Background: an optimization exercise with open tools, aiming at small area, a short achievable clock period and few clock cycles per item. Do not read the settings as production practice.
RTL that was checked went through simulation tests only; none was proved equivalent to the original.

## fft8
module fft8 #(
    parameter integer WIDTH = 16
)(
    input  logic                   clk,
    input  logic                   rst,
    input  logic                   in_valid,
    output logic                   in_ready,
    input  logic [8*WIDTH-1:0]     in_re_flat,
    input  logic [8*WIDTH-1:0]     in_im_flat,
    output logic                   out_valid,
    output logic [8*WIDTH-1:0]     out_re_flat,
    output logic [8*WIDTH-1:0]     out_im_flat
);
==> module fft8_bf, before the edit <==
module fft8_bf #(
    parameter integer N = 16
)(
    input  logic [N-1:0] a,
    input  logic [N-1:0] b,
    output logic [N-1:0] s,
    output logic [N-1:0] d
);
    localparam integer L = (N > 16) ? 5 : 4;    
    logic [N-1:0] p, g, h;
    logic [N-1:0] gs [0:L], ps [0:L], gd [0:L], pd [0:L];
    always_comb begin
        p = a ^ b;
        g = a & b;             
        h = a & ~b;            
        gs[0] = g;  ps[0] = p;
        gd[0] = h;  pd[0] = ~p;
        gd[0][0] = h[0] | ~p[0];
        for (int l = 0; l < L; l++) begin
            gs[l+1] = gs[l];  ps[l+1] = ps[l];
            gd[l+1] = gd[l];  pd[l+1] = pd[l];
            for (int j = 0; j < N; j++)
                if ((j >> l) & 1) begin
                    gs[l+1][j] = gs[l][j] | (ps[l][j] & gs[l][((j >> l) << l) - 1]);
                    ps[l+1][j] = ps[l][j] & ps[l][((j >> l) << l) - 1];
                    gd[l+1][j] = gd[l][j] | (pd[l][j] & gd[l][((j >> l) << l) - 1]);
                    pd[l+1][j] = pd[l][j] & pd[l][((j >> l) << l) - 1];
                end
        end
        s = p ^ {gs[L][N-2:0], 1'b0};
        d = ~p ^ {gd[L][N-2:0], 1'b1};
    end
endmodule
==> flow/config.mk <==
export PLATFORM = sky130hd
export DESIGN_NAME = fft8
export DESIGN_NICKNAME = fft8
export VERILOG_FILES = /design/flow/design.v
export SDC_FILE = /design/flow/constraint.sdc
export NUM_CORES = 4
export LEC_CHECK = 0
export CAP_MARGIN = 20
export CORE_MARGIN = 2
export CORE_UTILIZATION = 40
export PLACE_DENSITY = 0.6
export SLEW_MARGIN = 20
==> flow/constraint.sdc <==
create_clock -name core_clock -period 11.0 [get_ports {clk}]
set_input_delay 2.2000 -clock core_clock [delete_from_list [all_inputs] [get_ports {clk}]]
set_output_delay 2.2000 -clock core_clock [all_outputs]
set_load 0.01 [all_outputs]
standard.sh (not shown) runs the stock make flow with config.mk's settings and CLKGATE_MAP_FILE= SYNTH_SCRIPT=/design/flow/synth_recipe.tcl, a recipe that flattens the netlist after the stock synthesis.
==> flow/flow/run.sh <==
#!/bin/bash
# The standard layout, with the port buffers made of sky130_fd_sc_hd__buf_2
# instead of the flow's default pick, and timing repair asked to leave 7.6 ns
# of setup slack.  make's output goes to standard.log; each ORFS step keeps
# its own log under orfs/logs/.
set -euo pipefail
bash standard.sh "BUFFER_PORTS_ARGS=-buffer_cell sky130_fd_sc_hd__buf_2" SETUP_SLACK_MARGIN=7.6 finish > standard.log 2>&1
The baseline finished with timing, DRC and antenna clean.
Testbench counts at the start, summed over its fixed seeds: cycles 2,088, items 2,048.
Edit:
--- a/flow/design.v
+++ b/flow/design.v
@@ -52,7 +52,7 @@
     output logic [N-1:0] s,
     output logic [N-1:0] d
 );
-    localparam integer L = (N > 16) ? 5 : 4;    
+    localparam integer L = $clog2(N);
     logic [N-1:0] p, g, h;
     logic [N-1:0] gs [0:L], ps [0:L], gd [0:L], pd [0:L];
     always_comb begin
Outcome: Flip-flop and latch count does not change. First-iteration DRC count stays the same. Setup slack is unchanged. Critical path depth is unchanged. Routed wire length does not change. Via count does not change. Non-clock buffer count does not change.
Only the layout flow was run in the second run of this note; the RTL was not checked for function there.

--- another note on this design; it stands on its own ---

==> flow/design.v (excerpt) <==
module fft8 #(
    parameter integer WIDTH = 16
)(
    input  logic                   clk,
    input  logic                   rst,
    input  logic                   in_valid,
    output logic                   in_ready,
    input  logic [8*WIDTH-1:0]     in_re_flat,
    input  logic [8*WIDTH-1:0]     in_im_flat,
    output logic                   out_valid,
    output logic [8*WIDTH-1:0]     out_re_flat,
    output logic [8*WIDTH-1:0]     out_im_flat
);
Size: ~6400 cells after synthesis, about 1300 flip-flops, about 520 I/O pins, about 69000 µm² of cells after synthesis.
export LEC_CHECK = 0
export CAP_MARGIN = 20
export CORE_MARGIN = 2
export CORE_UTILIZATION = 40
export PLACE_DENSITY = 0.6
export SLEW_MARGIN = 20
create_clock -name core_clock -period 11.0 [get_ports {clk}]
standard.sh (not shown) runs the stock make flow with config.mk's settings and CLKGATE_MAP_FILE= SYNTH_SCRIPT=/design/flow/synth_recipe.tcl, a recipe that flattens the netlist after the stock synthesis.
==> flow/flow/run.sh <==
#!/bin/bash
# The standard layout, with the port buffers made of sky130_fd_sc_hd__buf_2
# instead of the flow's default pick, and timing repair asked to leave 8.2 ns
# of setup slack.  make's output goes to standard.log; each ORFS step keeps
# its own log under orfs/logs/.
set -euo pipefail
bash standard.sh "BUFFER_PORTS_ARGS=-buffer_cell sky130_fd_sc_hd__buf_2" SETUP_SLACK_MARGIN=8.2 finish > standard.log 2>&1
The baseline completed with no timing, DRC or antenna violations.
Change:
==> flow/flow/run.sh (replaced) <==
#!/bin/bash
# The standard layout, with the port buffers made of sky130_fd_sc_hd__buf_2
# instead of the flow's default pick.  make's output goes to standard.log;
# each ORFS step keeps its own log under orfs/logs/.
set -euo pipefail
bash standard.sh "BUFFER_PORTS_ARGS=-buffer_cell sky130_fd_sc_hd__buf_2" finish > standard.log 2>&1
After rerunning:
- The changed run completed without violations
- sequential share of layout area increases by 2.4 points
- worst hold slack stays flat
- utilization drops by 4.3 points
- worst setup slack loses 0.60 ns
- global-route usage drops by 0.76 points
No functional check of the RTL was part of any run of this note.

fft8, a different RTL version from the one above (not shown whole).
Size in the first run: ~6300 cells after synthesis, about 1300 flip-flops.
Settings: LEC_CHECK=0, CAP_MARGIN=20, CORE_MARGIN=2, CORE_UTILIZATION=60, CTS_CLUSTER_DIAMETER=90, CTS_CLUSTER_SIZE=25, PLACE_DENSITY=0.75, SLEW_MARGIN=20; clock period 11.0 ns.
==> flow/flow/run.sh <==
#!/bin/bash
# The standard layout, with the port buffers made of sky130_fd_sc_hd__buf_2
# instead of the flow's default pick, and timing repair asked to leave 7.65 ns
# of setup slack.  make's output goes to standard.log; each ORFS step keeps
# its own log under orfs/logs/.
set -euo pipefail
bash standard.sh "BUFFER_PORTS_ARGS=-buffer_cell sky130_fd_sc_hd__buf_2" SETUP_SLACK_MARGIN=7.65 finish > standard.log 2>&1
The baseline passed the timing, DRC and antenna checks.
Testbench counts at the start, summed over its fixed seeds: cycles 2,088, items 2,048.
Change:
==> flow/run.sh (new file) <==
#!/bin/bash
# synth_recipe.tcl (not shown) runs the flow's synth.tcl, then flattens the netlist and writes it again
# the make line also repeats each setting of config.mk as NAME=value (left out here)
make -C /OpenROAD-flow-scripts/flow DESIGN_CONFIG=/design/flow/config.mk WORK_HOME=/design/flow/orfs CLKGATE_MAP_FILE= SYNTH_SCRIPT=/design/flow/synth_recipe.tcl finish
- SETUP_SLACK_MARGIN: not set -> 5
removed: flow/flow/run.sh
removed: flow/standard.sh
After rerunning: The new run finished clean. Routed wire length rose by about 0.75%. Via count rose by 0.51%. Design area rose by 0.33%. Sequential cell count stays the same. Cell count is about the same. Worst hold slack is better by 0.0070 ns. Maximum frequency fell by about 12%. Utilization rose by 0.23 points.

==> separate check: timing with driven ports <==
The results above use ideal ports. As a check the final layouts listed here were re-extracted and re-timed, cells and wires unchanged.
Step 1: set_driving_cell puts a clkbuf_16 on clk and a buf_2 on each other input, an assumption about the parent block.
Step 2 moves the port delays by t, midway between the first and last clock arrival at a register: inputs arrive t later, outputs are due t later. That takes back most of the time a late clock gives input paths.
Slacks: ideal ports / drivers / drivers and shift; pairs: ideal ports / drivers.
run | shift t [ns] | setup slack, ns | worst setup path after step 2 | clock arrival spread, ns | cell pins on the clock port's net
the first run of note 1 | 0.865 | 7.490 / 7.407 / 6.684 | input to register | 0.033 / 0.033 | 1
the second run of note 1 | 0.865 | 7.490 / 7.407 / 6.684 | input to register | 0.033 / 0.033 | 1
the first run of note 2 | 0.883 | 7.475 / 7.387 / 6.711 | input to register | 0.046 / 0.046 | 1
the second run of note 2 | 0.863 | 6.878 / 6.942 / 6.078 | input to register | 0.025 / 0.025 | 1
the first run of note 3 | 0.740 | 7.616 / 7.537 / 7.008 | input to register | 0.045 / 0.045 | 1
the second run of note 3 | 0.750 | 7.133 / 7.053 / 6.403 | input to register | 0.041 / 0.041 | 1
After both steps setup and hold are still met in every run listed.
